Context: an optimization exercise on an open-source flow, tuned for small area and a short achievable clock period. The choices shown serve that exercise and are no tape-out recipe.
Where RTL was checked, it was by simulation tests only, not by an equivalence proof against the original.
For runs 1, 2 and 5 to 7, only the layout was checked, not whether the RTL still works.

## flow/config.mk

```make
export PLATFORM = sky130hd
export DESIGN_NAME = UnaryMultiplier
export DESIGN_NICKNAME = UnaryMultiplier
export VERILOG_FILES = /design/flow/design.v
export SDC_FILE = /design/flow/constraint.sdc
export NUM_CORES = 4
export LEC_CHECK = 0
export CAP_MARGIN = 20
export CORE_MARGIN = 2
export CORE_UTILIZATION = 40
export PLACE_DENSITY = 0.6
export SLEW_MARGIN = 20
```

## flow/constraint.sdc

```tcl
create_clock -name core_clock -period 8.0 [get_ports {clk}]
set_input_delay 1.6000 -clock core_clock [delete_from_list [all_inputs] [get_ports {clk}]]
set_output_delay 1.6000 -clock core_clock [all_outputs]
set_load 0.01 [all_outputs]
```

## flow/design.v

```verilog
module UnaryMultiplier
#(
    parameter INPUT_WIDTH = 32,
    parameter COUNT_WIDTH = $clog2(INPUT_WIDTH + 1),
    parameter EPSILON = 8
)
(
    input logic a,
    input logic b,
    input logic [1:0] ready,
    input logic clk,
    input logic reset,
    output logic valid,
    output logic y
);
    logic [5:0]  a_ones, b_ones, a_upper, b_upper, y_count;
    logic [5:0]  g_lower;    
    logic [5:0]  f_upper;    
    logic [10:0] d_upper, d_lower;
    logic        ea, eb, za, zb;
    logic        near_l, near_u, emit, bit1, done;
    logic        valid_n, y_n;
    logic [5:0]  ab_ones, ab_upper;
    logic [6:0]  hl, hu;
    logic [10:0] dl, du;
    logic [5:0]  yc;
    logic [3:0]  hg, hp;
    logic        c4, neg;
    always_comb begin
        ea = ready[0] & a;
        za = ready[0] & ~a;
        eb = ready[1] & b;
        zb = ready[1] & ~b;
        ab_ones = a_ones + b_ones + 6'd1;
        ab_upper = a_upper + b_upper - 6'd1;
        case ({g_lower[5:4], ~valid_n, ~y_n})
            4'b00_10: hl = 7'd1;
            4'b00_11: hl = 7'h7f;
            4'b01_10: hl = 7'd2;
            4'b01_11: hl = 7'd0;
            4'b10_10: hl = 7'd3;
            4'b10_11: hl = 7'd1;
            4'b11_10: hl = 7'd4;
            4'b11_11: hl = 7'd2;
            default:  hl = {5'd0, g_lower[5:4]};
        endcase
        dl = d_lower + {hl, g_lower[3:0]};
        case ({f_upper[5:4], ~valid_n, ~y_n})
            4'b11_10: hu = 7'h7d;
            4'b11_11: hu = 7'h7b;
            4'b10_10: hu = 7'h7e;
            4'b10_11: hu = 7'h7c;
            4'b01_10: hu = 7'h7f;
            4'b01_11: hu = 7'h7d;
            4'b00_10: hu = 7'h00;
            4'b00_11: hu = 7'h7e;
            default:  hu = {5'h1f, ~f_upper[5:4]};
        endcase
        du = d_upper + {hu, ~f_upper[3:0]} + 11'd1;
        yc = y_count + {5'd0, ~valid_n};
        done = yc[5];
        near_l = ~dl[10] | (&dl[9:7]);                              
        near_u = du[10] | (~|du[9:8] & (~du[7] | ~|du[6:4]));       
        hg = du[7:4] & dl[7:4];
        hp = du[7:4] ^ dl[7:4];
        c4 = hg[3] | (hp[3] & hg[2]) | (hp[3] & hp[2] & hg[1]) | (hp[3] & hp[2] & hp[1] & hg[0]);
        neg = (du[8] & dl[8]) | ((du[8] ^ dl[8]) & ~c4);
        bit1 = near_l & (~near_u | ~neg);
        emit = ~done & (near_l | near_u);
    end
    always_ff @(posedge clk or negedge reset) begin
        if (!reset) begin
            a_ones <= 0;
            b_ones <= 0;
            a_upper <= 6'd32;
            b_upper <= 6'd32;
            g_lower <= 0;
            f_upper <= 0;
            y_count <= 0;
            d_lower <= 11'h600;    
            d_upper <= 11'h200;    
            y <= 1'b0;
            valid <= 1'b0;
            y_n <= 1'b1;
            valid_n <= 1'b1;
        end else begin
            a_ones <= a_ones + ea;
            b_ones <= b_ones + eb;
            a_upper <= a_upper - za;
            b_upper <= b_upper - zb;
            g_lower <= ({6{ea & ~eb}} & b_ones) | ({6{eb & ~ea}} & a_ones) | ({6{ea & eb}} & ab_ones);
            f_upper <= ({6{za & ~zb}} & b_upper) | ({6{zb & ~za}} & a_upper) | ({6{za & zb}} & ab_upper);
            y_count <= yc;
            d_lower <= dl;
            d_upper <= du;
            valid <= emit;
            y <= bit1;
            valid_n <= ~emit;
            y_n <= ~bit1;
        end
    end
endmodule
```

## flow/flow/run.sh

```bash
#!/bin/bash
# The standard layout, except that:
#  - synthesis maps the logic with flow/abc_speed.script (three rounds of
#    &syn2/&dch/&nf) instead of ORFS's ABC script; the rest of synthesis,
#    and so the registers, are ORFS's as run by standard.sh;
#  - the ports get plain buf_2 buffers;
#  - timing repair aims at a setup slack of SETUP_SLACK_MARGIN.
set -e
rm -rf scripts_alt
cp -r "$FLOW_HOME/scripts" scripts_alt
cp flow/abc_speed.script scripts_alt/abc_speed.script
export BUFFER_PORTS_ARGS="-buffer_cell sky130_fd_sc_hd__buf_2"
export SETUP_SLACK_MARGIN=5.5
bash standard.sh SCRIPTS_DIR="$PWD/scripts_alt" synth > synth.log 2>&1
bash standard.sh > standard.log 2>&1
```

## flow/flow/abc_speed.script

```
&get -n
&st
&syn2
&dch
&nf
&st
&syn2
&dch
&nf
&st
&syn2
&dch
&nf
&put
buffer -c
topo
stime -c
upsize -c
dnsize -c
```

## flow/standard.sh

```bash
#!/bin/bash
# synth_recipe.tcl (not shown) runs the flow's synth.tcl, then flattens the netlist and writes it again
# the make line also repeats each setting of config.mk as NAME=value (left out here)
make -C /OpenROAD-flow-scripts/flow DESIGN_CONFIG=/design/flow/config.mk WORK_HOME=/design/flow/orfs CLKGATE_MAP_FILE= SYNTH_SCRIPT=/design/flow/synth_recipe.tcl "${@:-finish}"
```

==> flow_metrics.env, run 1 <==
export IMPL_tns_ps=0
export IMPL_clock_latency_ps=360
export IMPL_post_route_drc_count=0
export IMPL_synth_area_leaders="dfrtp_1, ha_1, xnor2_1"
export IMPL_synthCells=383
export IMPL_h_tree_depth=3
export IMPL_clockBufferDepth=2
export IMPL_fmax_mhz=370
export IMPL_dp_hpwl_microns=4980
export IMPL_yosysSeqAreaShare=0.432
export IMPL_antenna_left=0
export IMPL_async_flop_share=1.00
export IMPL_finalHoldViolations=0
export IMPL_cts_buffers=9
export IMPL_syn_nets=441
export IMPL_wl_microns=7160
export IMPL_worstSetupEndpointType="register"
export IMPL_path_clk_slew_ps=80
export IMPL_die_w_microns=103
export IMPL_synth_seq_cells=68
export IMPL_vias_per_cell=4.87
export IMPL_cts_tree="built"
export IMPL_postPlaceCellArea_sq_um=4270
export IMPL_first_global_vias=2662
export IMPL_maxSlewViolCount=0
export IMPL_syn_area_sq_um=3960
export IMPL_drt_iter0_drc=85
export IMPL_synth_avg_cell_area_sq_um=10.3
export IMPL_die_y_microns=103
export IMPL_grt_max_degree=69
export IMPL_synth_largest_area_cell="dfrtp_1"
export IMPL_diodes=0
export IMPL_synthesis_yosys_warnings=1
export IMPL_slew_headroom=0.424
export IMPL_port_buffers=7
export IMPL_worstPathArrival_ps=3000
export IMPL_min_period_ps=2700
export IMPL_grt_usage=0.149
export IMPL_io_pins=8
export IMPL_worstPathMaxFanout=4
export IMPL_fin_util=0.503
export IMPL_setup_viol=0
export IMPL_final_nets=479
export IMPL_finClkSkew_ps=8.82
export IMPL_via_count=2722
export IMPL_drv_cap=0
export IMPL_fin_crit_sh=0.338
export IMPL_worstSetupPathType="reg2reg"
export IMPL_crit_required_ps=8300
export IMPL_min_path_type="reg2reg"
export IMPL_fp_coreArea_sq_um=9680
export IMPL_worst_pin_slew_ps=864
export IMPL_synth_ff_type="dfrtp_1"
export IMPL_grt_setup_unrepaired="yes"
export IMPL_synth_top_cell_area_share=0.386
export IMPL_rows=36
export IMPL_stdcell_area_sq_um=4880
export IMPL_gr_total_overflow=0
export IMPL_crit_path_start_kind="register"
export IMPL_numClockSinks=68
export IMPL_syn2layout_area_growth_pct=23.3
export IMPL_cts_root_buf="clkbuf_8"
export IMPL_drive_above_1_share=0.279
export IMPL_cts_hold_buffers=0
export IMPL_synthDistinctLibCells=44
export IMPL_routedWlPerCell_microns=12.8
export IMPL_firstDrtPassIters=4
export IMPL_run_status="complete, no violations"
export IMPL_synth_edff_count=0
export IMPL_initial_core_util=0.408
export IMPL_grt_antenna_before_repair=0
export IMPL_grt_first_pass_wirelength_microns=12200
export IMPL_gp_congestion=0.834
export IMPL_die_area_sq_um=10700
==> cell usage in the layout, fill, tap and decap left out, types with 3 or more instances in the layout <==
master    netlist  final
dfrtp_1        61     60
inv_1          46     39
ha_1           48     36
xnor2_1        27     22
buf_4           0     22
xor2_1         21     20
o21ai_0        18     18
nand2_1        17     16
nor2_1         20     15
nand3_1        13     13
a21oi_1        18     13
a21o_1         11     11
clkbuf_8        0      9
inv_2           1      8
ha_4            0      8
o21ai_1         7      7
dfstp_2         7      7
buf_2           0      7
a21oi_2         1      6
nor2_2          0      5
xnor2_2         0      5
o21a_1          4      4
o211ai_1        4      4
nor3_1          6      4
ha_2            0      4
nand2b_4        0      3
nor2b_1         4      3
o21bai_1        3      3
==> synth_stat cells (all sizes together), types with 7 or more instances <==
cell type,n
dfrtp,61
inv,47
xnor2,27
xor2,21
o21ai,27
ha,48
a21o,11
a21oi,19
nand3,14
nand2,17
nor2,20
dfstp,7
==> metal layers <==
metal | part of all wire | track usage | up-vias | routed length [microns]
li1 | - | - | 1378 | -
met5 | 0 | 0 | - | 0
met2 | 0.50 | 0.242 | 32 | 3560
met1 | 0.45 | 0.187 | 1304 | 3240
met4 | 0.012 | 0.0425 | 0 | 88
met3 | 0.038 | 0.0544 | 8 | 270
==> state kept, by name, summed over array words and instances, names as in the netlist <==
register / flops
a_upper: 6
y_n: 1
y: 1
valid_n: 1
f_upper: 6
a_ones: 6
valid: 1
b_ones: 6
d_lower: 11
b_upper: 6
g_lower: 6
y_count: 6
d_upper: 11
==> final cells by class <==
cell class | count | area [sq um]
Clock buffer | 9 | 124
Clock inverter | 7 | 98.8
Fill cell | 882 | 4810
Inverter | 49 | 190
Multi-Input combinational cell | 263 | 2360
Sequential cell | 68 | 1710
Tap cell | 133 | 166
Timing Repair Buffer | 30 | 220
==> worst max-delay path, stage by stage, from the launching register on <==
cell,delay [ps]
dfstp_2,610
nand2b_4,150
a21oi_2,70
xnor2_2,140
ha_1,300
nor2_2,130
a211oi_2,50
o21a_1,210
o21a_1,180
or3_4,380
a32oi_4,240
a31o_1,200
==> timing repair <==
| action | 4_1_cts | 5_1_grt |
|---|---|---|
| endpoints found under the setup margin | 9 | 9 |
| pin swaps | 3 | 27 |
| buffers inserted | 5 | 17 |
| gates resized for setup | 17 | 29 |
==> metrics by stage <==
| step | setup WS (ps) | instances | hold slack [ps] |
|---|---|---|---|
| after floorplan | 5410 | 383 | 443 |
| after global placement | 5140 | 521 | 453 |
| after detailed placement | 5070 | 521 | 468 |
| after CTS | 5230 | 542 | 477 |
| after global routing | 5160 | 559 | 508 |
| final | 5300 | 559 | 474 |
==> kinds of logic after synthesis <==
family                     synth area share
xor gates and xnor gates              0.106
and+or+nand+nor                      0.0981
AOI/OAI and AO/OA                     0.142
DFF                                   0.432
adders and majority gates             0.172
buffers and inverters                0.0494
==> final timing paths <==
check                      slack (ps)  startpoint  depth (start not counted)         end
hold reg to reg                   470  d_lower[0]                          1  d_lower[0]
setup / recovery                 5300         y_n                         11     valid_n
min in group asynchronous        1400       reset                          2  d_upper[8]
setup reg to reg                 5300         y_n                         11     valid_n
hold / removal                    470  d_lower[0]                          1  d_lower[0]
max in group asynchronous        5970       reset                          2  b_upper[2]
==> run 2: changes to the inputs <==
--- a/flow/design.v
+++ b/flow/design.v
@@ -19,13 +19,11 @@
     logic [10:0] d_upper, d_lower;
     logic        ea, eb, za, zb;
     logic        near_l, near_u, emit, bit1, done;
-    logic        valid_n, y_n;
     logic [5:0]  ab_ones, ab_upper;
     logic [6:0]  hl, hu;
     logic [10:0] dl, du;
     logic [5:0]  yc;
-    logic [3:0]  hg, hp;
-    logic        c4, neg;
+    logic        neg;
     always_comb begin
         ea = ready[0] & a;
         za = ready[0] & ~a;
@@ -33,7 +31,7 @@
         zb = ready[1] & ~b;
         ab_ones = a_ones + b_ones + 6'd1;
         ab_upper = a_upper + b_upper - 6'd1;
-        case ({g_lower[5:4], ~valid_n, ~y_n})
+        case ({g_lower[5:4], valid, y})
             4'b00_10: hl = 7'd1;
             4'b00_11: hl = 7'h7f;
             4'b01_10: hl = 7'd2;
@@ -45,7 +43,7 @@
             default:  hl = {5'd0, g_lower[5:4]};
         endcase
         dl = d_lower + {hl, g_lower[3:0]};
-        case ({f_upper[5:4], ~valid_n, ~y_n})
+        case ({f_upper[5:4], valid, y})
             4'b11_10: hu = 7'h7d;
             4'b11_11: hu = 7'h7b;
             4'b10_10: hu = 7'h7e;
@@ -57,14 +55,11 @@
             default:  hu = {5'h1f, ~f_upper[5:4]};
         endcase
         du = d_upper + {hu, ~f_upper[3:0]} + 11'd1;
-        yc = y_count + {5'd0, ~valid_n};
+        yc = y_count + valid;
         done = yc[5];
         near_l = ~dl[10] | (&dl[9:7]);                              
         near_u = du[10] | (~|du[9:8] & (~du[7] | ~|du[6:4]));       
-        hg = du[7:4] & dl[7:4];
-        hp = du[7:4] ^ dl[7:4];
-        c4 = hg[3] | (hp[3] & hg[2]) | (hp[3] & hp[2] & hg[1]) | (hp[3] & hp[2] & hp[1] & hg[0]);
-        neg = (du[8] & dl[8]) | ((du[8] ^ dl[8]) & ~c4);
+        neg = dl[8] & (du[8] | (du[7:4] <= ~dl[7:4]));
         bit1 = near_l & (~near_u | ~neg);
         emit = ~done & (near_l | near_u);
     end
@@ -81,8 +76,6 @@
             d_upper <= 11'h200;    
             y <= 1'b0;
             valid <= 1'b0;
-            y_n <= 1'b1;
-            valid_n <= 1'b1;
         end else begin
             a_ones <= a_ones + ea;
             b_ones <= b_ones + eb;
@@ -95,8 +88,6 @@
             d_upper <= du;
             valid <= emit;
             y <= bit1;
-            valid_n <= ~emit;
-            y_n <= ~bit1;
         end
     end
 endmodule
--- a/flow/flow/run.sh
+++ b/flow/flow/run.sh
@@ -10,6 +10,6 @@
 cp -r "$FLOW_HOME/scripts" scripts_alt
 cp flow/abc_speed.script scripts_alt/abc_speed.script
 export BUFFER_PORTS_ARGS="-buffer_cell sky130_fd_sc_hd__buf_2"
-export SETUP_SLACK_MARGIN=5.5
+export SETUP_SLACK_MARGIN=5.3
 bash standard.sh SCRIPTS_DIR="$PWD/scripts_alt" synth > synth.log 2>&1
 bash standard.sh > standard.log 2>&1
==> run 2 against run 1 <==
Synthesized cell count fell by 0.52%. Non-clock buffer count fell by 4. Final cell count fell by 2.0%. First-iteration DRC count rose by 19%. Global-route usage rose by 0.085 points. Core utilization fell by 1.5 points. Design area fell by 7.3%. Via count fell by 3.4%.
==> flow_metrics.env, run 2 <==
export IMPL_run_status="complete, no violations"
export IMPL_cp_startpoint="d_upper[1]"
export IMPL_firstDrtPassIters=4
export IMPL_synth_edff_count=0
export IMPL_die_area_sq_um=10400
export IMPL_finalHoldViolations=0
export IMPL_final_nets=471
export IMPL_h_tree_depth=3
export IMPL_syn_nets=438
export IMPL_synthDistinctLibCells=43
export IMPL_first_global_vias=2597
export IMPL_worstSetupEndpointType="register"
export IMPL_path_clk_slew_ps=80
export IMPL_grt_max_degree=54
export IMPL_filler_cell_count=854
export IMPL_synth_top_cell_area_share=0.399
export IMPL_dp_hpwl_microns=4860
export IMPL_gp_congestion=0.817
export IMPL_post_route_drc_count=0
export IMPL_drv_cap=0
export IMPL_cts_hold_buffers=0
export IMPL_worstPathArrival_ps=3100
export IMPL_largestRegisters="d_lower x11, d_upper x11"
export IMPL_worstHoldPathCells=1
export IMPL_syn2layout_area_growth_pct=18.1
export IMPL_clockBufferDepth=2
export IMPL_min_period_ps=2840
export IMPL_crit_required_ps=8260
export IMPL_clock_latency_ps=350
export IMPL_synthCells=381
export IMPL_synth_area_leaders="dfrtp_1, ha_1, xnor2_1"
export IMPL_initial_core_util=0.414
export IMPL_critPathMaxStageDelay_ps=420
export IMPL_fmax_mhz=352
export IMPL_r2r_start="d_upper[1]"
export IMPL_worst_pin_slew_ps=664
export IMPL_r2r_end="y"
export IMPL_io_pins=8
export IMPL_cts_buffers=9
export IMPL_via_count=2630
export IMPL_dp_cells=514
export IMPL_fp_coreArea_sq_um=9240
export IMPL_fin_crit_sh=0.355
export IMPL_worstSetupPathType="reg2reg"
export IMPL_wl_microns=6880
export IMPL_yosysSeqAreaShare=0.433
export IMPL_cts_root_buf="clkbuf_8"
export IMPL_slowest_stage="dfrtp_1"
export IMPL_gr_total_overflow=0
export IMPL_syn_area_sq_um=3830
export IMPL_layout_common_cells="dfrtp_1, inv_1, ha_1, xnor2_1, nor2_1"
export IMPL_port_buffers=7
export IMPL_routedWlPerCell_microns=12.6
export IMPL_ys_top_cells_by_count="dfrtp_1, inv_1, ha_1"
export IMPL_crit_path_start_kind="register"
export IMPL_drive_above_1_share=0.196
export IMPL_async_flop_share=1.00
export IMPL_numClockSinks=66
export IMPL_synth_most_common_cell="dfrtp_1"
export IMPL_min_path_type="reg2reg"
export IMPL_grt_antenna_before_repair=0
export IMPL_cts_tree="built"
export IMPL_synthesis_yosys_warnings=1
export IMPL_rrSetupSlack_ps=5160
export IMPL_synth_largest_area_cell="dfrtp_1"
export IMPL_grt_usage=0.150
export IMPL_maxSlewViolCount=0
export IMPL_crit_path_end="y"
export IMPL_layout_commonest_cell="dfrtp_1"
export IMPL_die_y_microns=102
export IMPL_grt_first_pass_wirelength_microns=12000
export IMPL_grt_setup_unrepaired="yes"
export IMPL_crit_chain="ha_4, nor2b_4, o21ai_2, a21boi_2, o21ai_2, a21boi_4, o21a_1, nor2_2, xnor2_2, ha_1, nor3b_2, or3_1, a31oi_1"
export IMPL_die_w_microns=102
export IMPL_cp_common_cell="o21ai_2"
export IMPL_synth_seq_cells=66
export IMPL_vias_per_cell=4.80
export IMPL_fin_cells=548
export IMPL_tns_ps=0
export IMPL_synth_avg_cell_area_sq_um=10.0
export IMPL_reg2regPathDepth=13
export IMPL_diodes=0
export IMPL_drt_iter0_drc=101
export IMPL_synth_ff_type="dfrtp_1"
export IMPL_antenna_left=0
export IMPL_finClkSkew_ps=9.85
export IMPL_slew_headroom=0.558
export IMPL_worstPathMaxFanout=3
export IMPL_setup_viol=0
export IMPL_rows=35
==> run 2: changes by cell type after synthesis, sizes merged, moves of 3 or more <==
cell | before | now
nor3 | 6 | 2
nor2 | 20 | 24
o21a | 4 | 1
o211ai | 4 | 1
o21ai | 27 | 31
inv | 47 | 55
a21boi | 3 | 6
==> run 2: critical path, delay by kind of cell, from the launching register on <==
family | cells | cell delay, ps
compound gates | 6 | 940
simple gates | 4 | 750
fa+ha+maj | 2 | 510
flops | 1 | 420
xor+xnor | 1 | 140
==> run 2: through the flow <==
step	setup slack [ps]	area (sq um)	hold slack (ps)	utilization
CTS	5230	4350	478	0.471
floorplan	5310	3850	443	-
global placement	5010	4040	453	0.437
global route	5040	4520	492	0.489
detailed placement	5000	4040	460	0.437
finish	5160	4520	469	0.489
==> run 2: cell families after synthesis <==
family          Yosys count  synth area share
simple gates             80             0.100
compound gates           79             0.128
xor+xnor                 45             0.105
fa+ha+maj                51             0.175
buf+inv                  60            0.0592
flops                    66             0.433
==> run 2: worst min-delay path by stage <==
stage / start / endpoint
5_1_grt: d_lower[0] / d_lower[0]
4_1_cts: y_count[4] / y_count[4]
6_report: y_count[0] / y_count[0]
3_5_place_dp: d_lower[0] / d_lower[0]
2_1_floorplan: y_count[5] / y_count[5]
3_3_place_gp: d_lower[0] / d_lower[0]
==> run 2: layout make-up <==
cell class	count	area [sq um]	share of cell area
clock inverters	6	66.3	0.0147
multi-input cells	255	2100	0.466
repair buffers	26	178	0.0393
well taps	129	161	0.0357
inverters	56	210	0.0465
clock buffers	10	138	0.0305
flip-flops and latches	66	1660	0.368
==> run 2: routing by layer <==
layer | up-vias | routed length [microns] | GRT usage
met1 | 1256 | 3290 | 0.196
met3 | 13 | 174 | 0.0366
met5 | - | 0 | 0
li1 | 1333 | - | -
met2 | 28 | 3290 | 0.238
met4 | 0 | 123 | 0.0613
==> run 2: what timing repair did <==
item	CTS	global route
gates resized for setup	13	20
buffers inserted	8	10
endpoints found under the setup margin	3	6
pin swaps	13	21
==> run 3: changes to the inputs <==
--- a/flow/design.v
+++ b/flow/design.v
@@ -23,7 +23,8 @@
     logic [6:0]  hl, hu;
     logic [10:0] dl, du;
     logic [5:0]  yc;
-    logic        neg;
+    logic [3:0]  hg, hp;
+    logic        c4, neg;
     always_comb begin
         ea = ready[0] & a;
         za = ready[0] & ~a;
@@ -59,7 +60,10 @@
         done = yc[5];
         near_l = ~dl[10] | (&dl[9:7]);                              
         near_u = du[10] | (~|du[9:8] & (~du[7] | ~|du[6:4]));       
-        neg = dl[8] & (du[8] | (du[7:4] <= ~dl[7:4]));
+        hg = du[7:4] & dl[7:4];
+        hp = du[7:4] ^ dl[7:4];
+        c4 = hg[3] | (hp[3] & hg[2]) | (hp[3] & hp[2] & hg[1]) | (hp[3] & hp[2] & hp[1] & hg[0]);
+        neg = (du[8] & dl[8]) | ((du[8] ^ dl[8]) & ~c4);
         bit1 = near_l & (~near_u | ~neg);
         emit = ~done & (near_l | near_u);
     end
==> flow/flow/run.sh (replaced) <==
#!/bin/bash
# The standard layout, except that:
#  - synthesis maps the logic with flow/abc_speed.script (three rounds of
#    &syn2/&dch/&nf) instead of ORFS's ABC script; the rest of synthesis,
#    and so the registers, are ORFS's as run by standard.sh;
#  - the ports get plain buf_1 buffers;
#  - timing repair aims at a setup slack of SETUP_SLACK_MARGIN.
set -e
rm -rf scripts_alt
cp -r "$FLOW_HOME/scripts" scripts_alt
cp flow/abc_speed.script scripts_alt/abc_speed.script
export BUFFER_PORTS_ARGS="-buffer_cell sky130_fd_sc_hd__buf_1"
export SETUP_SLACK_MARGIN=5.3
bash standard.sh SCRIPTS_DIR="$PWD/scripts_alt" synth > synth.log 2>&1
bash standard.sh > standard.log 2>&1
==> run 3 against run 2 <==
Final cell count shrank 3.6%. Core utilization shrank 1.9 points. Non-clock buffer count shrank 12. Highest routed layer unchanged. Largest cell class unchanged. Register-to-register slack improved by 140 ps. Maximum frequency is 5.2% higher. Sequential cell count unchanged. Critical path depth is 2 lower. Clock skew down 2.9 ps. First-iteration DRC count shrank 52%.
==> flow_metrics.env, run 3 <==
export IMPL_run_status="complete, no violations"
export IMPL_stdcell_area_sq_um=4340
export IMPL_grt_antenna_before_repair=0
export IMPL_critPathMaxStageDelay_ps=390
export IMPL_synth_largest_area_cell="dfrtp_1"
export IMPL_via_count=2522
export IMPL_port_buffers=7
export IMPL_synth_area_leaders="dfrtp_1, ha_1, xnor2_1"
export IMPL_diodes=0
export IMPL_worstPathArrival_ps=2930
export IMPL_crit_chain="ha_2, fa_2, nand2b_1, a21boi_2, o21ai_0, a21oi_1, xor2_1, or3_1, a21oi_1, a31oi_1, o21ba_1"
export IMPL_slew_headroom=0.458
export IMPL_path_depth=11
export IMPL_grt_max_degree=67
export IMPL_path_buf_inv=0
export IMPL_cp_common_cell="a21oi_1"
export IMPL_min_period_ps=2700
export IMPL_ys_top_cells_by_count="dfrtp_1, ha_1, inv_1"
export IMPL_numClockSinks=66
export IMPL_async_flop_share=1.00
export IMPL_rows=35
export IMPL_synth_ff_type="dfrtp_1"
export IMPL_firstDrtPassIters=4
export IMPL_clockBufferDepth=2
export IMPL_h_tree_depth=3
export IMPL_die_w_microns=101
export IMPL_largestRegisters="d_lower x11, d_upper x11"
export IMPL_gp_congestion=0.824
export IMPL_routedWlPerCell_microns=12.0
export IMPL_filler_cell_count=877
export IMPL_synth_avg_cell_area_sq_um=10.2
export IMPL_finClkSkew_ps=6.93
export IMPL_final_nets=452
export IMPL_io_pins=8
export IMPL_worstSetupEndpointType="register"
export IMPL_yosysSeqAreaShare=0.436
export IMPL_tns_ps=0
export IMPL_die_area_sq_um=10300
export IMPL_fmax_mhz=371
export IMPL_drt_iter0_drc=48
export IMPL_wl_microns=6330
export IMPL_layout_common_cells="dfrtp_1, ha_1, inv_1, xnor2_1, nand2_1"
export IMPL_maxSlewViolCount=0
export IMPL_worstSetupPathType="reg2reg"
export IMPL_initial_core_util=0.411
export IMPL_clock_latency_ps=340
export IMPL_cts_tree="built"
export IMPL_setup_viol=0
export IMPL_antenna_left=0
export IMPL_worstHoldPathCells=1
export IMPL_synthCells=373
export IMPL_post_route_drc_count=0
export IMPL_crit_path_start_kind="register"
export IMPL_synthDistinctLibCells=37
export IMPL_cts_buffers=9
export IMPL_fp_coreArea_sq_um=9240
export IMPL_synth_edff_count=0
export IMPL_synthesis_yosys_warnings=1
export IMPL_synth_most_common_cell="dfrtp_1"
export IMPL_reg2regPathDepth=11
export IMPL_gr_total_overflow=0
export IMPL_slowest_stage="or3_1"
export IMPL_finalHoldViolations=0
export IMPL_worst_pin_slew_ps=813
export IMPL_synth_top_cell_area_share=0.402
export IMPL_syn_nets=431
export IMPL_grt_first_pass_wirelength_microns=11500
export IMPL_cts_root_buf="clkbuf_8"
export IMPL_die_y_microns=101
export IMPL_dp_hpwl_microns=4640
export IMPL_grt_setup_unrepaired="yes"
export IMPL_vias_per_cell=4.78
export IMPL_synth_seq_cells=66
export IMPL_drv_cap=0
export IMPL_worstPathMaxFanout=2
export IMPL_path_delay_family="compound AO/OA/AOI/OAI gates"
export IMPL_grt_usage=0.141
export IMPL_first_global_vias=2516
export IMPL_path_clk_slew_ps=70
export IMPL_fin_crit_sh=0.337
export IMPL_syn2layout_area_growth_pct=14.2
export IMPL_layout_commonest_cell="dfrtp_1"
export IMPL_min_path_type="reg2reg"
export IMPL_crit_required_ps=8230
export IMPL_drive_above_1_share=0.133
export IMPL_postPlaceCellArea_sq_um=3990
export IMPL_syn_area_sq_um=3800
## run 3: changes by cell type in the layout (fill, tap and decap cells not counted), sizes merged, moves of 4 or more
cell / before / now
nand2: 19 / 23
o21ai: 31 / 24
inv: 56 / 47
buf: 26 / 14
nor3: 2 / 6
a21boi: 6 / 2
nor2: 24 / 19
## run 3: metrics by stage
stage	utilization	hold WS, ps	std cells	setup WS [ps]
floorplan	-	443	373	5300
global placement	0.431	453	506	5120
detailed placement	0.431	460	506	5070
CTS	0.460	476	523	5320
global route	0.470	490	528	5170
finish	0.470	471	528	5300
## run 3: worst register-to-register path, delay by kind of cell, from the launching register on
| family | cells | cell delay (ps) |
|---|---|---|
| adders and majority gates | 2 | 550 |
| and+or+nand+nor | 2 | 560 |
| DFF | 1 | 380 |
| AOI/OAI and AO/OA | 6 | 990 |
| xor gates and xnor gates | 1 | 130 |
## run 3: layout make-up
| type | count | area, sq um | area share |
|---|---|---|---|
| Clock buffer | 12 | 155 | 0.0358 |
| Sequential cell | 66 | 1660 | 0.383 |
| Inverter | 47 | 176 | 0.0407 |
| Timing Repair Buffer | 14 | 80.1 | 0.0185 |
| Clock inverter | 4 | 73.8 | 0.0170 |
| Tap cell | 129 | 161 | 0.0372 |
| Multi-Input combinational cell | 256 | 2030 | 0.468 |
## run 3: kinds of logic (layout without fill, tap and decap cells)
group           after synthesis  count (layout)  synth area share
flops                        66              66             0.436
fa+ha+maj                    52              52             0.179
compound gates               75              75             0.124
buf+inv                      51              77            0.0504
simple gates                 80              80            0.0975
xor+xnor                     49              49             0.113
## run 3: path summary, 6_finish.rpt
kind,startpoint,end,slack (ps)
worst min-delay path,d_lower[0],d_lower[0],470
worst min register to register,d_lower[0],d_lower[0],470
worst max register to register,f_upper[0],y,5300
max in group asynchronous,reset,g_lower[4],5990
min in group asynchronous,reset,d_upper[10],1410
worst max-delay path,f_upper[0],y,5300
## run 3: metal layers
layer  part of all wire  wire (microns)  track usage  vias to the layer above
met5                  0               0            0                        -
met4              0.015              95       0.0530                        0
met3              0.026             165       0.0352                        8
met2               0.46            2920        0.222                       24
met1               0.50            3150        0.189                     1205
li1                   -               -            -                     1285
## run 3: repair_timing
action,CTS,global route
resized for setup,9,11
hold buffers,0,0
pin swaps,4,14
endpoints found under the setup margin,3,4
buffers inserted,1,5
==> run 4: changes to the inputs <==
==> flow/flow/run.sh (replaced) <==
#!/bin/bash
# The standard layout, except that:
#  - synthesis maps the logic with flow/abc_speed.script (three rounds of
#    &syn2/&dch/&nf) instead of ORFS's ABC script; the rest of synthesis,
#    and so the registers, are ORFS's as run by standard.sh;
#  - the ports get plain buf_4 buffers;
#  - timing repair aims at a setup slack of SETUP_SLACK_MARGIN.
set -e
rm -rf scripts_alt
cp -r "$FLOW_HOME/scripts" scripts_alt
cp flow/abc_speed.script scripts_alt/abc_speed.script
export BUFFER_PORTS_ARGS="-buffer_cell sky130_fd_sc_hd__buf_4"
export SETUP_SLACK_MARGIN=5.3
bash standard.sh SCRIPTS_DIR="$PWD/scripts_alt" synth > synth.log 2>&1
bash standard.sh > standard.log 2>&1
==> run 4 against run 3 <==
Global-route usage down 0.058 points. Maximum frequency up 2.5%. Critical path depth is 1 higher. Worst hold slack got worse by 0.65 ps. Critical endpoint unchanged.
==> flow_metrics.env, run 4 <==
export IMPL_crit_required_ps=8270
export IMPL_cts_tree="built"
export IMPL_synth_avg_cell_area_sq_um=10.2
export IMPL_gp_congestion=0.876
export IMPL_finClkSkew_ps=8.16
export IMPL_dp_cells=505
export IMPL_synth_ff_type="dfrtp_1"
export IMPL_setup_viol=0
export IMPL_fin_cells=523
export IMPL_grt_antenna_before_repair=0
export IMPL_slew_headroom=0.452
export IMPL_tns_ps=0
export IMPL_initial_core_util=0.411
export IMPL_maxSlewViolCount=0
export IMPL_via_count=2472
export IMPL_synth_area_leaders="dfrtp_1, ha_1, xnor2_1"
export IMPL_gr_total_overflow=0
export IMPL_syn_area_sq_um=3800
export IMPL_yosysSeqAreaShare=0.436
export IMPL_numClockSinks=66
export IMPL_post_route_drc_count=0
export IMPL_synth_seq_cells=66
export IMPL_run_status="complete, no violations"
export IMPL_cts_hold_buffers=0
export IMPL_synth_top_cell_area_share=0.402
export IMPL_filler_cell_count=878
export IMPL_synth_edff_count=0
export IMPL_drv_cap=0
export IMPL_slowest_stage="dfrtp_1"
export IMPL_drive_above_1_share=0.142
export IMPL_grt_first_pass_wirelength_microns=11400
export IMPL_cp_common_cell="ha_1"
export IMPL_worstHoldPathCells=1
export IMPL_dp_hpwl_microns=4590
export IMPL_drt_iter0_drc=53
export IMPL_synthesis_yosys_warnings=1
export IMPL_finalHoldViolations=0
export IMPL_diodes=0
export IMPL_synth_most_common_cell="dfrtp_1"
export IMPL_routedWlPerCell_microns=12.2
export IMPL_grt_usage=0.141
export IMPL_vias_per_cell=4.73
export IMPL_reg2regPathDepth=12
export IMPL_crit_chain="ha_1, fa_2, nand2b_1, a21boi_2, o21ai_1, a21oi_2, a211o_1, nand2_1, xnor2_2, ha_1, a31oi_1, o21ba_1"
export IMPL_cts_root_buf="clkbuf_8"
export IMPL_syn2layout_area_growth_pct=13.6
export IMPL_clockBufferDepth=2
export IMPL_first_global_vias=2546
export IMPL_die_area_sq_um=10300
export IMPL_die_y_microns=101
export IMPL_worstSetupEndpointType="register"
export IMPL_syn_nets=431
export IMPL_worstPathArrival_ps=2910
export IMPL_async_flop_share=1.00
export IMPL_h_tree_depth=3
export IMPL_wl_microns=6370
export IMPL_synthCells=373
export IMPL_die_w_microns=101
export IMPL_fp_coreArea_sq_um=9240
export IMPL_fin_crit_sh=0.329
export IMPL_antenna_left=0
export IMPL_clock_latency_ps=340
export IMPL_io_pins=8
export IMPL_firstDrtPassIters=4
export IMPL_worstSetupPathType="reg2reg"
export IMPL_min_period_ps=2630
export IMPL_largestRegisters="d_lower x11, d_upper x11"
export IMPL_rows=35
export IMPL_synthDistinctLibCells=37
export IMPL_critPathMaxStageDelay_ps=370
export IMPL_port_buffers=7
export IMPL_ys_top_cells_by_count="dfrtp_1, ha_1, inv_1"
export IMPL_synth_largest_area_cell="dfrtp_1"
export IMPL_layout_commonest_cell="dfrtp_1"
export IMPL_layout_common_cells="dfrtp_1, ha_1, inv_1, xnor2_1, nand2_1"
export IMPL_cts_buffers=9
export IMPL_path_clk_slew_ps=70
export IMPL_final_nets=448
export IMPL_worstPathMaxFanout=3
export IMPL_fmax_mhz=380
export IMPL_crit_path_start_kind="register"
export IMPL_grt_setup_unrepaired="yes"
export IMPL_min_path_type="reg2reg"
export IMPL_worst_pin_slew_ps=822
export IMPL_grt_max_degree=67
-- run 4: changes by cell type in the layout (fill, tap and decap cells not counted), sizes merged --
cell | previous run | this run
clkinvlp | 0 | 1
clkbuf | 12 | 11
clkinv | 2 | 1
buf | 14 | 10
-- run 4: final timing paths --
check                      startpoint          to  slack (ps)
max                        f_upper[0]           y        5370
min                        y_count[0]  y_count[0]         470
max reg2reg                f_upper[0]           y        5370
min reg2reg                y_count[0]  y_count[0]         470
max in group asynchronous       reset  g_lower[4]        6060
min in group asynchronous       reset  d_upper[7]        1350
-- run 4: kinds of logic after synthesis --
family / share of synthesized area
AND/OR/NAND/NOR: 0.0975
adder cells (fa/ha/maj): 0.179
buffers and inverters: 0.0504
XOR/XNOR: 0.113
flip-flops: 0.436
AO/OA/AOI/OAI: 0.124
-- run 4: cell type report --
type,count,area (sq um),share of cell area
inverter,47,176,0.0409
timing repair buffer,10,75.1,0.0174
clock buffer,11,141,0.0327
sequential,66,1660,0.385
clock inverter,4,76.3,0.0177
multi-input combinational,256,2030,0.469
tap,129,161,0.0374
-- run 4: through the flow --
step | area, sq um | hold WS, ps | utilization | setup slack [ps]
6_report | 4320 | 470 | 0.467 | 5370
2_1_floorplan | 3800 | 443 | - | 5300
3_3_place_gp | 4000 | 454 | 0.433 | 5150
5_1_grt | 4320 | 484 | 0.467 | 5210
3_5_place_dp | 4000 | 460 | 0.433 | 5070
4_1_cts | 4260 | 478 | 0.461 | 5300
-- run 4: critical path, delay by kind of cell, from the launching register on --
kind	cells	cell delay, ps
flip-flops	1	370
AND/OR/NAND/NOR	2	260
XOR/XNOR	1	220
AO/OA/AOI/OAI	6	860
adder cells (fa/ha/maj)	3	850
-- run 4: routing by layer --
metal / global-route usage / share of wire / up-vias
li1: - / - / 1278
met1: 0.192 / 0.50 / 1158
met2: 0.218 / 0.46 / 26
met3: 0.0428 / 0.027 / 10
met4: 0.0395 / 0.016 / 0
met5: 0 / 0 / -
-- run 4: timing repair --
item / CTS / global route
endpoints found under the setup margin: 3 / 4
pin swaps: 4 / 13
setup buffers: 1 / 2
gates resized for setup: 9 / 15
==> run 5: changes to the inputs <==
--- a/flow/design.v
+++ b/flow/design.v
@@ -20,6 +20,7 @@
     logic        ea, eb, za, zb;
     logic        near_l, near_u, emit, bit1, done;
     logic [5:0]  ab_ones, ab_upper;
+    logic [5:0]  a_ones_inc, b_ones_inc, a_upper_dec, b_upper_dec;
     logic [6:0]  hl, hu;
     logic [10:0] dl, du;
     logic [5:0]  yc;
@@ -30,6 +31,10 @@
         za = ready[0] & ~a;
         eb = ready[1] & b;
         zb = ready[1] & ~b;
+        a_ones_inc = a_ones + 6'd1;
+        b_ones_inc = b_ones + 6'd1;
+        a_upper_dec = a_upper - 6'd1;
+        b_upper_dec = b_upper - 6'd1;
         ab_ones = a_ones + b_ones + 6'd1;
         ab_upper = a_upper + b_upper - 6'd1;
         case ({g_lower[5:4], valid, y})
@@ -81,10 +86,10 @@
             y <= 1'b0;
             valid <= 1'b0;
         end else begin
-            a_ones <= a_ones + ea;
-            b_ones <= b_ones + eb;
-            a_upper <= a_upper - za;
-            b_upper <= b_upper - zb;
+            if (ea) a_ones <= a_ones_inc;
+            if (eb) b_ones <= b_ones_inc;
+            if (za) a_upper <= a_upper_dec;
+            if (zb) b_upper <= b_upper_dec;
             g_lower <= ({6{ea & ~eb}} & b_ones) | ({6{eb & ~ea}} & a_ones) | ({6{ea & eb}} & ab_ones);
             f_upper <= ({6{za & ~zb}} & b_upper) | ({6{zb & ~za}} & a_upper) | ({6{za & zb}} & ab_upper);
             y_count <= yc;
==> flow/flow/run.sh (replaced) <==
#!/bin/bash
# The standard layout, except that:
#  - synthesis maps the logic with flow/abc_speed.script (three rounds of
#    &syn2/&dch/&nf) instead of ORFS's ABC script; the rest of synthesis,
#    and so the registers, are ORFS's as run by standard.sh;
#  - the ports get plain buf_2 buffers;
#  - timing repair aims at a setup slack of SETUP_SLACK_MARGIN.
set -e
rm -rf scripts_alt
cp -r "$FLOW_HOME/scripts" scripts_alt
cp flow/abc_speed.script scripts_alt/abc_speed.script
export BUFFER_PORTS_ARGS="-buffer_cell sky130_fd_sc_hd__buf_2"
export SETUP_SLACK_MARGIN=5.3
bash standard.sh SCRIPTS_DIR="$PWD/scripts_alt" synth > synth.log 2>&1
bash standard.sh > standard.log 2>&1
==> run 5 against run 4 <==
Final cell count up 5.9%. Design area up 5.6%. Critical endpoint is now valid. Largest cell class unchanged.
==> flow_metrics.env, run 5 <==
export IMPL_gr_total_overflow=0
export IMPL_filler_cell_count=944
export IMPL_multi_input_area_sq_um=2220
export IMPL_stdcell_area_sq_um=4560
export IMPL_layout_commonest_cell="dfrtp_1"
export IMPL_drive_above_1_share=0.211
export IMPL_setup_viol=0
export IMPL_synth_edff_count=0
export IMPL_layout_common_cells="dfrtp_1, inv_1, ha_1, xnor2_1, nand2_1"
export IMPL_h_tree_depth=3
export IMPL_drv_cap=0
export IMPL_die_area_sq_um=10600
export IMPL_vias_per_cell=4.79
export IMPL_worst_pin_slew_ps=821
export IMPL_r2r_start="g_lower[0]"
export IMPL_path_buf_inv=2
export IMPL_diodes=0
export IMPL_tns_ps=0
export IMPL_worstPathMaxFanout=9
export IMPL_min_period_ps=2730
export IMPL_drt_iter0_drc=45
export IMPL_path_delay_family="flip-flops"
export IMPL_cts_hold_buffers=0
export IMPL_synth_largest_area_cell="dfrtp_1"
export IMPL_syn_area_sq_um=3910
export IMPL_antenna_left=0
export IMPL_numClockSinks=66
export IMPL_hp_start="y_count[0]"
export IMPL_reg2regPathDepth=14
export IMPL_fin_cells=554
export IMPL_cts_root_buf="clkbuf_8"
export IMPL_slew_headroom=0.453
export IMPL_crit_path_start_kind="register"
export IMPL_regArea_sq_um=1660
export IMPL_finalHoldViolations=0
export IMPL_fmax_mhz=366
export IMPL_synth_top_cell_area_share=0.391
export IMPL_ys_top_cells_by_count="dfrtp_1, inv_1, ha_1"
export IMPL_fp_coreArea_sq_um=9640
export IMPL_synthesis_yosys_warnings=1
export IMPL_maxSlewViolCount=0
export IMPL_synth_most_common_cell="dfrtp_1"
export IMPL_cp_startpoint="valid"
export IMPL_grt_max_degree=67
export IMPL_yosysSeqAreaShare=0.424
export IMPL_crit_required_ps=6400
export IMPL_routedWlPerCell_microns=12.5
export IMPL_synth_avg_cell_area_sq_um=9.97
export IMPL_syn_nets=447
export IMPL_cts_buffers=9
export IMPL_grt_setup_unrepaired="yes"
export IMPL_min_path_type="reg2reg"
export IMPL_io_pins=8
export IMPL_worstSetupEndpointType="output pin"
export IMPL_clockBufferDepth=2
export IMPL_grt_first_pass_wirelength_microns=12200
export IMPL_firstDrtPassIters=4
export IMPL_finClkSkew_ps=9.96
export IMPL_synthCells=392
export IMPL_crit_chain="buf_4, buf_2"
export IMPL_hold_end="y_count[0]"
export IMPL_fin_util=0.473
export IMPL_syn2layout_area_growth_pct=16.6
export IMPL_initial_core_util=0.406
export IMPL_clock_latency_ps=340
export IMPL_postPlaceCellArea_sq_um=4120
export IMPL_dp_hpwl_microns=4880
export IMPL_post_route_drc_count=0
export IMPL_cts_tree="built"
export IMPL_via_count=2654
export IMPL_run_status="complete, no violations"
export IMPL_worstSetupPathType="reg2out"
export IMPL_worstPathArrival_ps=1130
export IMPL_die_y_microns=103
export IMPL_worstHoldPathCells=1
export IMPL_gp_congestion=0.767
export IMPL_rows=36
export IMPL_port_buffers=7
export IMPL_path_clk_slew_ps=80
export IMPL_slowest_stage="dfrtp_2"
export IMPL_die_w_microns=103
export IMPL_synthDistinctLibCells=40
export IMPL_r2r_end="valid"
export IMPL_grt_antenna_before_repair=0
export IMPL_first_global_vias=2784
export IMPL_wl_microns=6920
export IMPL_synth_area_leaders="dfrtp_1, ha_1, xnor2_1"
export IMPL_grt_usage=0.148
export IMPL_final_nets=471
export IMPL_synth_seq_cells=66
export IMPL_rrSetupSlack_ps=5340
export IMPL_synth_ff_type="dfrtp_1"
export IMPL_async_flop_share=1.00
export IMPL_largestRegisters="d_lower x11, d_upper x11"
export IMPL_critPathMaxStageDelay_ps=500
export IMPL_dp_cells=527
export IMPL_fin_crit_sh=0.341
[run 5: cell count changes after synthesis, sizes merged, moves of 3 or more]
cell    delta
xor2      -11
nand4      +5
a21oi      -4
a21boi     +4
nand3      -5
o21ai      +7
xnor2      +9
ha         -3
nor2b      +3
nand2      +9
nor2       +6
[run 5: how the worst max path moves through the flow]
stage,end,cells after the start
floorplan,b_ones[5],5
global placement,b_upper[5],5
detailed placement,b_upper[5],5
CTS,y,13
global route,y,15
finish,valid,2
[run 5: timing repair]
item                       4_1_cts  5_1_grt
buffers inserted                 2        9
pin swaps                        7       14
gates resized for setup          8       27
setup endpoints to repair        5        4
[run 5: area by class of cell]
cell class / instances / area share
Clock buffer: 9 / 0.0272
Clock inverter: 7 / 0.0154
Inverter: 48 / 0.0425
Multi-Input combinational cell: 272 / 0.487
Sequential cell: 66 / 0.364
Tap cell: 133 / 0.0365
Timing Repair Buffer: 19 / 0.0274
[run 5: through the flow]
step	worst slack (ps)	hold WS, ps
CTS	5300	476
finish	5270	471
floorplan	5320	443
detailed placement	4910	460
global route	5130	486
global placement	4960	454
[run 5: cells by family (layout without fill, tap and decap cells)]
group | after synthesis | in the layout | synth area share
flip-flops | 66 | 66 | 0.424
AND/OR/NAND/NOR | 97 | 97 | 0.117
XOR/XNOR | 47 | 47 | 0.105
buffers and inverters | 54 | 83 | 0.0554
AO/OA/AOI/OAI | 79 | 79 | 0.133
adder cells (fa/ha/maj) | 49 | 49 | 0.165
[run 5: worst reg2reg max path, cell delays in order, from the launching register on]
cell and delay, ps:
dfrtp_1 340, ha_2 170, inv_1 60, fa_2 360, nor2b_1 140, o21ai_2 80, a21boi_2 170, o21ai_2 100
a21boi_2 200, o21ai_2 90, a21boi_2 180, o21ai_1 90, and3_1 190, a311oi_2 220, a41oi_1 140
[run 5: layer usage]
| layer | global-route usage | part of all wire | up-vias |
|---|---|---|---|
| li1 | - | - | 1355 |
| met1 | 0.183 | 0.46 | 1263 |
| met4 | 0.0435 | 0.013 | 0 |
| met5 | 0 | 0 | - |
| met2 | 0.251 | 0.50 | 28 |
| met3 | 0.0468 | 0.030 | 8 |
==> run 6: changes to the inputs <==
--- a/flow/design.v
+++ b/flow/design.v
@@ -20,21 +20,32 @@
     logic        ea, eb, za, zb;
     logic        near_l, near_u, emit, bit1, done;
     logic [5:0]  ab_ones, ab_upper;
-    logic [5:0]  a_ones_inc, b_ones_inc, a_upper_dec, b_upper_dec;
     logic [6:0]  hl, hu;
     logic [10:0] dl, du;
     logic [5:0]  yc;
     logic [3:0]  hg, hp;
     logic        c4, neg;
+    function automatic [10:0] add11(input [10:0] x, input [10:0] y, input cin);
+        logic [11:0] gg, pp;
+        gg = {x & y, cin};
+        pp = {x ^ y, 1'b0};
+        for (int l = 1; l < 12; l = l * 2)
+            for (int i = 2 * l - 1; i < 12; i += 2 * l) begin
+                gg[i] = gg[i] | (pp[i] & gg[i - l]);
+                pp[i] = pp[i] & pp[i - l];
+            end
+        for (int l = 4; l >= 1; l = l / 2)
+            for (int i = 3 * l - 1; i < 12; i += 2 * l) begin
+                gg[i] = gg[i] | (pp[i] & gg[i - l]);
+                pp[i] = pp[i] & pp[i - l];
+            end
+        add11 = x ^ y ^ gg[10:0];
+    endfunction
     always_comb begin
         ea = ready[0] & a;
         za = ready[0] & ~a;
         eb = ready[1] & b;
         zb = ready[1] & ~b;
-        a_ones_inc = a_ones + 6'd1;
-        b_ones_inc = b_ones + 6'd1;
-        a_upper_dec = a_upper - 6'd1;
-        b_upper_dec = b_upper - 6'd1;
         ab_ones = a_ones + b_ones + 6'd1;
         ab_upper = a_upper + b_upper - 6'd1;
         case ({g_lower[5:4], valid, y})
@@ -48,7 +59,7 @@
             4'b11_11: hl = 7'd2;
             default:  hl = {5'd0, g_lower[5:4]};
         endcase
-        dl = d_lower + {hl, g_lower[3:0]};
+        dl = add11(d_lower, {hl, g_lower[3:0]}, 1'b0);
         case ({f_upper[5:4], valid, y})
             4'b11_10: hu = 7'h7d;
             4'b11_11: hu = 7'h7b;
@@ -60,7 +71,7 @@
             4'b00_11: hu = 7'h7e;
             default:  hu = {5'h1f, ~f_upper[5:4]};
         endcase
-        du = d_upper + {hu, ~f_upper[3:0]} + 11'd1;
+        du = add11(d_upper, {hu, ~f_upper[3:0]}, 1'b1);
         yc = y_count + valid;
         done = yc[5];
         near_l = ~dl[10] | (&dl[9:7]);                              
@@ -86,10 +97,10 @@
             y <= 1'b0;
             valid <= 1'b0;
         end else begin
-            if (ea) a_ones <= a_ones_inc;
-            if (eb) b_ones <= b_ones_inc;
-            if (za) a_upper <= a_upper_dec;
-            if (zb) b_upper <= b_upper_dec;
+            a_ones <= a_ones + ea;
+            b_ones <= b_ones + eb;
+            a_upper <= a_upper - za;
+            b_upper <= b_upper - zb;
             g_lower <= ({6{ea & ~eb}} & b_ones) | ({6{eb & ~ea}} & a_ones) | ({6{ea & eb}} & ab_ones);
             f_upper <= ({6{za & ~zb}} & b_upper) | ({6{zb & ~za}} & a_upper) | ({6{za & zb}} & ab_upper);
             y_count <= yc;
==> flow/run.sh (new file) <==
#!/bin/bash
# synth_recipe.tcl (not shown) runs the flow's synth.tcl, then flattens the netlist and writes it again
# the make line also repeats each setting of config.mk as NAME=value (left out here)
make -C /OpenROAD-flow-scripts/flow DESIGN_CONFIG=/design/flow/config.mk WORK_HOME=/design/flow/orfs CLKGATE_MAP_FILE= SYNTH_SCRIPT=/design/flow/synth_recipe.tcl finish
--- a/flow/config.mk
+++ b/flow/config.mk
@@ -9,4 +9,5 @@
 export CORE_MARGIN = 2
 export CORE_UTILIZATION = 40
 export PLACE_DENSITY = 0.6
+export SETUP_SLACK_MARGIN = 5
 export SLEW_MARGIN = 20
removed: flow/flow/run.sh
removed: flow/flow/abc_speed.script
removed: flow/standard.sh
==> run 6 against run 5 <==
Count of clock-buffer cells in the layout grew 3. Setup slack lost 240 ps. Core utilization shrank 0.92 points. First-iteration DRC count grew 110%. Clock skew shrank 0.98 ps. Register-to-register slack lost 320 ps. Non-clock buffer count shrank 2. Wire length shrank 2.1%. Sequential share of layout area grew 0.52 points. Critical endpoint is now valid.
==> flow_metrics.env, run 6 <==
export IMPL_async_flop_share=1.00
export IMPL_postPlaceCellArea_sq_um=4150
export IMPL_drt_iter0_drc=96
export IMPL_synth_area_leaders="dfrtp_1, ha_1, fa_1"
export IMPL_firstDrtPassIters=4
export IMPL_gr_total_overflow=0
export IMPL_grt_usage=0.147
export IMPL_h_tree_depth=3
export IMPL_rrSetupSlack_ps=5020
export IMPL_final_nets=465
export IMPL_min_period_ps=2980
export IMPL_fp_coreArea_sq_um=9680
export IMPL_antenna_left=0
export IMPL_routedWlPerCell_microns=12.6
export IMPL_slew_headroom=0.443
export IMPL_via_count=2607
export IMPL_crit_path_start_kind="register"
export IMPL_fin_crit_sh=0.372
export IMPL_largestRegisters="d_lower x11, d_upper x11"
export IMPL_die_y_microns=103
export IMPL_worstSetupEndpointType="register"
export IMPL_numClockSinks=66
export IMPL_fmax_mhz=336
export IMPL_drive_above_1_share=0.111
export IMPL_setup_ws_ps=5020
export IMPL_rows=36
export IMPL_grt_first_pass_wirelength_microns=12200
export IMPL_cts_hold_buffers=0
export IMPL_path_delay_family="adder cells"
export IMPL_run_status="complete, no violations"
export IMPL_critPathMaxStageDelay_ps=480
export IMPL_syn_area_sq_um=3940
export IMPL_synthDistinctLibCells=43
export IMPL_fin_util=0.464
export IMPL_post_route_drc_count=0
export IMPL_die_w_microns=103
export IMPL_slowest_stage="dfrtp_2"
export IMPL_io_pins=8
export IMPL_crit_required_ps=8210
export IMPL_syn_nets=442
export IMPL_whs_ps=471
export IMPL_worstPathMaxFanout=6
export IMPL_vias_per_cell=4.83
export IMPL_grt_setup_unrepaired="yes"
export IMPL_die_area_sq_um=10700
export IMPL_finalHoldViolations=0
export IMPL_synth_most_common_cell="dfrtp_1"
export IMPL_pre_cts_ws_ps=4540
export IMPL_path_buf_inv=1
export IMPL_finClkSkew_ps=8.98
export IMPL_synth_largest_area_cell="dfrtp_1"
export IMPL_synth_edff_count=0
export IMPL_wl_microns=6780
export IMPL_ys_top_cells_by_count="dfrtp_1, inv_1, ha_1"
export IMPL_maxSlewViolCount=0
export IMPL_worst_pin_slew_ps=836
export IMPL_grt_antenna_before_repair=0
export IMPL_worstSetupPathType="reg2reg"
export IMPL_diodes=0
export IMPL_dp_hpwl_microns=4920
export IMPL_layout_common_cells="dfrtp_1, inv_1, ha_1, xnor2_1, nand2_1"
export IMPL_cts_tree="built"
export IMPL_crit_chain="buf_4, nand2_1, o21ai_0, and2_1, ha_1, a21o_1, a211oi_1, o21ai_0, fa_1, xnor2_1, xnor2_1, and2_1, a31oi_1"
export IMPL_layout_commonest_cell="dfrtp_1"
export IMPL_synth_avg_cell_area_sq_um=10.4
export IMPL_synthCells=379
export IMPL_gp_congestion=0.836
export IMPL_syn2layout_area_growth_pct=13.9
export IMPL_cts_buffers=9
export IMPL_min_path_type="reg2reg"
export IMPL_tns_ps=0
export IMPL_synth_ff_type="dfrtp_1"
export IMPL_synth_top_cell_area_share=0.387
export IMPL_setup_viol=0
export IMPL_yosysSeqAreaShare=0.421
export IMPL_stdcell_area_sq_um=4490
export IMPL_path_clk_slew_ps=80
export IMPL_synthesis_yosys_warnings=1
export IMPL_port_buffers=7
export IMPL_clockBufferDepth=2
export IMPL_synth_seq_cells=66
export IMPL_drv_cap=0
export IMPL_cts_root_buf="clkbuf_8"
export IMPL_first_global_vias=2647
export IMPL_grt_max_degree=67
export IMPL_clock_latency_ps=340
export IMPL_initial_core_util=0.407
export IMPL_worstPathArrival_ps=3190
## run 6: path summary, 6_finish.rpt
kind,cells after the start,start,endpoint
worst max-delay path,13,y,valid
worst min-delay path,1,d_lower[0],d_lower[0]
worst max register to register,13,y,valid
worst min register to register,1,d_lower[0],d_lower[0]
max in group asynchronous,2,reset,y
min in group asynchronous,2,reset,y_count[4]
## run 6: area by class of cell
cell class / instances / area (sq um)
clock buffers: 12 / 145
multi-input cells: 253 / 2080
clock inverters: 4 / 75.1
inverters: 55 / 206
flip-flops and latches: 66 / 1660
repair buffers: 17 / 158
well taps: 133 / 166
fillers: 912 / 5190
## run 6: metal layers
| layer | vias to the layer above | wire length, microns | global-route usage |
|---|---|---|---|
| li1 | 1317 | - | - |
| met1 | 1252 | 3470 | 0.197 |
| met2 | 25 | 3010 | 0.234 |
| met3 | 13 | 178 | 0.0390 |
| met4 | 0 | 115 | 0.0486 |
| met5 | - | 0 | 0 |
## run 6: cells by family after synthesis
family	after synthesis	share of synthesized area
XOR/XNOR	42	0.0933
multiplexers	1	0.00254
AO/OA/AOI/OAI	67	0.109
buffers and inverters	60	0.0603
AND/OR/NAND/NOR	86	0.111
flip-flops	66	0.421
adder cells (fa/ha/maj)	57	0.204
## run 6: stage by stage
step,instances
6_report,540
5_1_grt,540
4_1_cts,533
3_5_place_dp,515
3_3_place_gp,515
2_1_floorplan,379
## run 6: timing repair
| action | CTS | global route |
|---|---|---|
| setup buffers | 2 | 7 |
| endpoints found under the setup margin | 6 | 10 |
| pin swaps | 0 | 3 |
| resized for setup | 4 | 11 |
==> run 7: changes to the inputs <==
==> flow/flow/run.sh (new file) <==
#!/bin/bash
# The standard layout, except that:
#  - synthesis maps the logic with flow/abc_speed.script (three rounds of
#    &syn2/&dch/&nf) instead of ORFS's ABC script; the rest of synthesis,
#    and so the registers, are ORFS's as run by standard.sh;
#  - the ports get plain buf_2 buffers;
#  - timing repair aims at a setup slack of SETUP_SLACK_MARGIN.
set -e
rm -rf scripts_alt
cp -r "$FLOW_HOME/scripts" scripts_alt
cp flow/abc_speed.script scripts_alt/abc_speed.script
export BUFFER_PORTS_ARGS="-buffer_cell sky130_fd_sc_hd__buf_2"
export SETUP_SLACK_MARGIN=5.3
bash standard.sh SCRIPTS_DIR="$PWD/scripts_alt" synth > synth.log 2>&1
bash standard.sh > standard.log 2>&1
==> flow/flow/abc_speed.script (new file) <==
&get -n
&st
&syn2
&dch
&nf
&st
&syn2
&dch
&nf
&st
&syn2
&dch
&nf
&put
buffer -c
topo
stime -c
upsize -c
dnsize -c
==> flow/standard.sh (new file) <==
#!/bin/bash
# synth_recipe.tcl (not shown) runs the flow's synth.tcl, then flattens the netlist and writes it again
# the make line also repeats each setting of config.mk as NAME=value (left out here)
make -C /OpenROAD-flow-scripts/flow DESIGN_CONFIG=/design/flow/config.mk WORK_HOME=/design/flow/orfs CLKGATE_MAP_FILE= SYNTH_SCRIPT=/design/flow/synth_recipe.tcl "${@:-finish}"
--- a/flow/config.mk
+++ b/flow/config.mk
@@ -9,5 +9,4 @@
 export CORE_MARGIN = 2
 export CORE_UTILIZATION = 40
 export PLACE_DENSITY = 0.6
-export SETUP_SLACK_MARGIN = 5
 export SLEW_MARGIN = 20
removed: flow/run.sh
==> run 7 against run 6 <==
Count of clock-buffer cells in the layout decreased by 3. Maximum frequency increased by 1.5%. Synthesized cell count decreased by 9.0%. Global-route usage decreased by 0.37 points.
==> flow_metrics.env, run 7 <==
export IMPL_syn_nets=408
export IMPL_cts_buffers=9
export IMPL_pre_cts_ws_ps=4830
export IMPL_final_nets=440
export IMPL_synth_ff_type="dfrtp_1"
export IMPL_io_pins=8
export IMPL_firstDrtPassIters=4
export IMPL_h_tree_depth=3
export IMPL_worstSetupPathType="reg2reg"
export IMPL_fp_coreArea_sq_um=9150
export IMPL_wl_microns=6350
export IMPL_syn2layout_area_growth_pct=18.4
export IMPL_synth_edff_count=0
export IMPL_synth_most_common_cell="dfrtp_1"
export IMPL_worst_pin_slew_ps=819
export IMPL_grt_antenna_before_repair=0
export IMPL_synthDistinctLibCells=37
export IMPL_gp_congestion=0.761
export IMPL_synth_area_leaders="dfrtp_1, ha_1, fa_1"
export IMPL_grt_setup_unrepaired="yes"
export IMPL_fin_crit_sh=0.367
export IMPL_setup_viol=0
export IMPL_setup_ws_ps=5070
export IMPL_cts_tree="built"
export IMPL_yosysSeqAreaShare=0.442
export IMPL_worstPathArrival_ps=3150
export IMPL_crit_required_ps=8220
export IMPL_dp_hpwl_microns=4420
export IMPL_grt_max_degree=67
export IMPL_via_count=2387
export IMPL_min_path_type="reg2reg"
export IMPL_grt_usage=0.143
export IMPL_numClockSinks=66
export IMPL_crit_path_start_kind="register"
export IMPL_largestRegisters="d_lower x11, d_upper x11"
export IMPL_gr_total_overflow=0
export IMPL_routedWlPerCell_microns=12.9
export IMPL_synthCells=345
export IMPL_cts_hold_buffers=0
export IMPL_worstPathMaxFanout=2
export IMPL_antenna_left=0
export IMPL_vias_per_cell=4.84
export IMPL_synth_avg_cell_area_sq_um=10.9
export IMPL_die_area_sq_um=10200
export IMPL_tns_ps=0
export IMPL_cts_root_buf="clkbuf_8"
export IMPL_port_buffers=7
export IMPL_worstSetupEndpointType="register"
export IMPL_grt_first_pass_wirelength_microns=11300
export IMPL_synthesis_yosys_warnings=1
export IMPL_die_w_microns=101
export IMPL_post_route_drc_count=0
export IMPL_async_flop_share=1.00
export IMPL_initial_core_util=0.410
export IMPL_drive_above_1_share=0.228
export IMPL_synth_largest_area_cell="dfrtp_1"
export IMPL_ys_top_cells_by_count="dfrtp_1, inv_1, ha_1"
export IMPL_slew_headroom=0.454
export IMPL_clock_latency_ps=360
export IMPL_synth_seq_cells=66
export IMPL_run_status="complete, no violations"
export IMPL_drt_iter0_drc=42
export IMPL_fmax_mhz=341
export IMPL_clockBufferDepth=2
export IMPL_syn_area_sq_um=3750
export IMPL_finalHoldViolations=0
export IMPL_drv_cap=0
export IMPL_finClkSkew_ps=13.0
export IMPL_path_clk_slew_ps=80
export IMPL_maxSlewViolCount=0
export IMPL_diodes=0
export IMPL_min_period_ps=2930
export IMPL_layout_commonest_cell="dfrtp_1"
export IMPL_layout_common_cells="dfrtp_1, inv_1, ha_1, o21ai_0, xnor2_1"
export IMPL_synth_top_cell_area_share=0.407
export IMPL_first_global_vias=2470
export IMPL_die_y_microns=101
export IMPL_rows=35
## run 7: cell count changes in the layout (fill, tap and decap cells not counted), moves of 6 or more
cell     change
nand2_1      -8
nor2_1      -12
a21oi_1      -6
buf_4        +7
a21o_1       +8
buf_2        +6
## run 7: cell families (layout without fill, tap and decap cells)
group,after synthesis,in the layout,synth area share
xor gates and xnor gates,43,43,0.100
buffers and inverters,58,95,0.0583
AOI/OAI and AO/OA,68,68,0.116
DFF,66,66,0.442
adders and majority gates,57,57,0.214
and+or+nand+nor,53,53,0.0697
## run 7: layout make-up
cell class,count,area [sq um]
flip-flops and latches,66,1660
well taps,111,139
clock inverters,7,77.6
fillers,839,4710
multi-input cells,221,2060
clock buffers,9,124
inverters,54,204
repair buffers,25,178
## run 7: what timing repair did
item | in CTS | in global routing
buffers inserted | 11 | 6
pin swaps | 21 | 20
resized for setup | 11 | 17
setup endpoints to repair | 5 | 6
cloned | 0 | 0
## run 7: through the flow
stage               utilization  cell area, sq um  hold slack [ps]  cells
global route              0.486              4450              487    493
CTS                       0.471              4320              478    487
detailed placement        0.435              3980              461    460
global placement          0.435              3980              452    460
floorplan                     -              3820              443    345
finish                    0.486              4450              473    493
## run 7: worst max-delay path, stage by stage, from the launching register on
cell	delay, ps
dfrtp_1	390
ha_1	290
a21o_1	160
a21o_1	190
a21o_1	160
a21oi_2	120
inv_2	60
a31oi_4	200
o21bai_1	80
a21o_1	170
fa_2	350
xnor2_2	200
xnor2_2	140
a21boi_2	190
a31oi_1	90
## run 7: routing by layer
metal | track usage | share of wire
met1 | 0.184 | 0.47
met2 | 0.231 | 0.49
met4 | 0.0474 | 0.015
met5 | 0 | 0
met3 | 0.0437 | 0.026
## run 7: path summary, 6_finish.rpt
kind,startpoint,endpoint,slack [ps],cells past startpoint
max,d_lower[1],valid,5070,14
min reg2reg,d_lower[0],d_lower[0],470,1
min,d_lower[0],d_lower[0],470,1
min in group asynchronous,reset,b_ones[0],1420,2
max in group asynchronous,reset,valid,5990,2
max reg2reg,d_lower[1],valid,5070,14

[afterwards: timing with drivers on the ports]
Ports are ideal in the flow. The routed layouts listed here were re-timed in OpenROAD.
Step 1 sets driving cells, clkbuf_16 on the clock port and buf_2 on the other inputs (assumed; they add their load-dependent delay and slew).
Step 2 also shifts input and output timing later by t, the mid clock arrival at the registers, as if the neighbouring blocks saw the same clock.
Three values: no drivers, after step 1, after step 2; two values: the first two.
| run | t, ns | setup WS [ns] | worst setup path at the end | pins driven straight from the clock port |
|---|---|---|---|---|
| run 1 | 0.387 | 5.296 / 5.296 / 5.241 | input to register | 1 |
| run 2 | 0.371 | 5.161 / 5.161 / 5.118 | input to register | 1 |
| run 3 | 0.366 | 5.301 / 5.301 / 5.061 | input to register | 1 |
| run 4 | 0.362 | 5.366 / 5.364 / 5.102 | input to register | 1 |
| run 5 | 0.373 | 5.269 / 5.235 / 5.096 | input to register | 1 |
| run 6 | 0.371 | 5.024 / 5.024 / 4.677 | input to register | 1 |
| run 7 | 0.377 | 5.066 / 5.066 / 5.066 | register to register | 1 |
After both steps every run listed still meets setup and hold. For run 6, which loses most, drivers alone change the setup slack by 0.000 ns; drivers and shift together by -0.347 ns.
